From an optimization exercise on the open Yosys and OpenROAD flow, aimed at small area and a short achievable clock period; shortcuts taken in it are not production practice.
Function was checked by simulation only, so behaviour that the tests miss may differ from the original.
Power is estimated from default activity; no workload was simulated.

== delta ==
==> flow/design.v (excerpt) <==
module top (
  input  logic        clk,
  input  logic        rst_n,
  input  logic [15:0] setpoint,
  input  logic [15:0] feedback,
  input  logic [15:0] Kp,
  input  logic [15:0] Ki,
  input  logic [15:0] Kd,
  input  logic [15:0] clk_prescaler,
  output logic [15:0] control_signal
);
  pid_controller u_dut (
    .clk(clk),
    .rst_n(rst_n),
    .setpoint(setpoint),
    .feedback(feedback),
    .Kp(Kp),
    .Ki(Ki),
    .Kd(Kd),
    .clk_prescaler(clk_prescaler),
    .control_signal(control_signal)
  );
endmodule
For scale: roughly 1300 cells after synthesis, about 120 flip-flops.
export LEC_CHECK = 0
export CAP_MARGIN = 20
export CORE_MARGIN = 2
export CORE_UTILIZATION = 40
export CTS_BUF_LIST = sky130_fd_sc_hd__clkbuf_4 sky130_fd_sc_hd__clkbuf_8
export CTS_CLUSTER_SIZE = 40
export SETUP_SLACK_MARGIN = 5
export SLEW_MARGIN = 20
export SYNTH_HIERARCHICAL = 1
export SYNTH_MINIMUM_KEEP_SIZE = 0
create_clock -name core_clock -period 12.5 [get_ports {clk}]
standard.sh (not shown) runs the stock make flow with config.mk's settings and CLKGATE_MAP_FILE= SYNTH_SCRIPT=/design/flow/synth_recipe.tcl, a recipe that flattens the netlist after the stock synthesis.
==> flow/flow/run.sh <==
#!/bin/bash
# The standard layout, with the port buffers made of plain buf_1 cells
# instead of the delay buffers buffer_ports picks on its own, and a larger
# setup margin for timing repair.
set -euo pipefail
export BUFFER_PORTS_ARGS="-buffer_cell sky130_fd_sc_hd__buf_1"
bash standard.sh SETUP_SLACK_MARGIN=6.5 finish > standard.log 2>&1
### delta -> alpha
# delta
export LEC_CHECK = 0
export CAP_MARGIN = 20
export CORE_MARGIN = 2
export CORE_UTILIZATION = 40
export CTS_BUF_LIST = sky130_fd_sc_hd__clkbuf_4 sky130_fd_sc_hd__clkbuf_8
export CTS_CLUSTER_SIZE = 40
export SETUP_SLACK_MARGIN = 5
export SLEW_MARGIN = 20
export SYNTH_HIERARCHICAL = 1
export SYNTH_MINIMUM_KEEP_SIZE = 0
create_clock -name core_clock -period 12.5 [get_ports {clk}]
# alpha
export LEC_CHECK = 0
export CAP_MARGIN = 20
export CORE_MARGIN = 2
export CORE_UTILIZATION = 40
export SETUP_SLACK_MARGIN = 5
export SLEW_MARGIN = 20
export SYNTH_HIERARCHICAL = 1
export SYNTH_MINIMUM_KEEP_SIZE = 0
create_clock -name core_clock -period 12.5 [get_ports {clk}]
## What came out
Number of enable flip-flop cells after synthesis came out exactly the same in alpha and delta.
In terms of largest stage delay on the critical path, alpha and delta differ only marginally.
Destination of the critical timing path: u_dut.I2[11] -> alpha, u_dut.I1[9] -> delta
The final reports for alpha and delta show number of vias in the routed layout lower in the former.
Power: alpha > delta
Compared with delta, alpha shows a lower logic gate share of total power.
Between alpha and delta, it is alpha whose met2 routing resource usage after global routing is higher, by 0.80 points.
Diff delta -> alpha: post-CTS resize count +29%; via count of the first global-routing pass +about 0.5%; multi-input gate share of the layout cell area -0.85 points.

top, a different RTL version from the one above (not shown whole).
For scale: about 1400 cells after synthesis, about 110 I/O pins, roughly 16000 sq um of cells after synthesis.
export LEC_CHECK = 0
export CAP_MARGIN = 20
export CORE_MARGIN = 2
export CORE_UTILIZATION = 40
export CTS_BUF_LIST = sky130_fd_sc_hd__clkbuf_4 sky130_fd_sc_hd__clkbuf_8
export CTS_CLUSTER_SIZE = 40
export SETUP_SLACK_MARGIN = 5
export SLEW_MARGIN = 20
export SYNTH_HIERARCHICAL = 1
export SYNTH_MINIMUM_KEEP_SIZE = 0
create_clock -name core_clock -period 12.5 [get_ports {clk}]
==> flow/flow/run.sh <==
#!/bin/bash
# The standard layout, with the port buffers made of plain buf_1 cells
# instead of the delay buffers buffer_ports picks on its own, and a larger
# setup margin for timing repair.
set -euo pipefail
export BUFFER_PORTS_ARGS="-buffer_cell sky130_fd_sc_hd__buf_1"
bash standard.sh SETUP_SLACK_MARGIN=6.5 SETUP_MOVE_SEQUENCE=unbuffer,sizeup,swap,buffer finish > standard.log 2>&1
Rerun with:
==> flow/run.sh (new file) <==
#!/bin/bash
# synth_recipe.tcl (not shown) runs the flow's synth.tcl, then flattens the netlist and writes it again
# the make line also repeats each setting of config.mk as NAME=value (left out here)
make -C /OpenROAD-flow-scripts/flow DESIGN_CONFIG=/design/flow/config.mk WORK_HOME=/design/flow/orfs CLKGATE_MAP_FILE= SYNTH_SCRIPT=/design/flow/synth_recipe.tcl finish
removed: flow/flow/run.sh
removed: flow/standard.sh
After rerunning:
- synthesized cell count does not change
- setup slack degrades by 1.3 ns
- via count drops by 1.6%
- wire length drops by 1.6%
Rerun with:
==> flow/flow/run.sh (new file) <==
#!/bin/bash
# The standard layout, with the port buffers made of plain buf_1 cells
# instead of the delay buffers buffer_ports picks on its own, and a larger
# setup margin for timing repair.
set -euo pipefail
export BUFFER_PORTS_ARGS="-buffer_cell sky130_fd_sc_hd__buf_1"
bash standard.sh SETUP_SLACK_MARGIN=6.5 finish > standard.log 2>&1
==> flow/standard.sh (new file) <==
#!/bin/bash
# synth_recipe.tcl (not shown) runs the flow's synth.tcl, then flattens the netlist and writes it again
# the make line also repeats each setting of config.mk as NAME=value (left out here)
make -C /OpenROAD-flow-scripts/flow DESIGN_CONFIG=/design/flow/config.mk WORK_HOME=/design/flow/orfs CLKGATE_MAP_FILE= SYNTH_SCRIPT=/design/flow/synth_recipe.tcl "${@:-finish}"
removed: flow/run.sh
The changed run ran to the end with no violations.
Clock-buffer cell count is lower by 1.
Global-route usage rose by 0.31 points.
Fmax grows by about 23%.
Core utilization came out higher by 0.96 points.
Design area rose by 2.1%.
Area after synthesis does not change.
Die area does not change.
Worst hold slack is better by 0.043 ns.
Rerun with:
- GPL_ROUTABILITY_DRIVEN: not set -> 0
- PLACE_DENSITY: not set -> 0.7
=> Clock power is lower by about 1%; maximum frequency shrinks by about 0.36%; global-route usage fell by 0.15 points; wire length stays flat; synthesized cell count does not change; critical path depth is unchanged; die area is unchanged; sequential share of layout area fell by 0.18 points; clock-buffer cell count came out higher by 1; power grows by 2.1%; final cell count rises by about 0.5%.

[port drivers added, routing unchanged]
In the flow no input, the clock included, has a driving cell. The finished layouts below were timed again as built, in two steps. Step 1, drivers: a clkbuf_16 drives clk and a buf_2 each remaining input, both assumed. Step 2 adds t to the input delays and takes it off the output delays; t is the mean of the earliest and latest rising clock arrival at the registers after step 1. Input paths then give back, and output paths get back, about the clock's delay inside the block. Slacks: no drivers / after step 1 / after step 2; pairs: no drivers / after step 1.
run	shift t [ns]	slack for setup (ns)	worst register clock-pin slew, ns	worst data-port slew with drivers (ns)
delta	0.514	6.445 / 6.469 / 5.955	0.10 / 0.10	0.04
alpha	0.485	6.486 / 6.505 / 6.020	0.07 / 0.07	0.04
the first run of note 2	0.494	6.527 / 6.527 / 6.076	0.09 / 0.09	0.04
the second run of note 2	0.481	5.217 / 5.235 / 4.754	0.09 / 0.09	0.05
the third run of note 2	0.493	6.564 / 6.590 / 6.097	0.09 / 0.09	0.04
the fourth run of note 2	0.508	6.542 / 6.568 / 6.060	0.10 / 0.10	0.04
After both steps every run listed still meets setup and hold. For delta, which loses most, drivers alone change the setup slack by +0.024 ns; drivers and shift together by -0.490 ns.
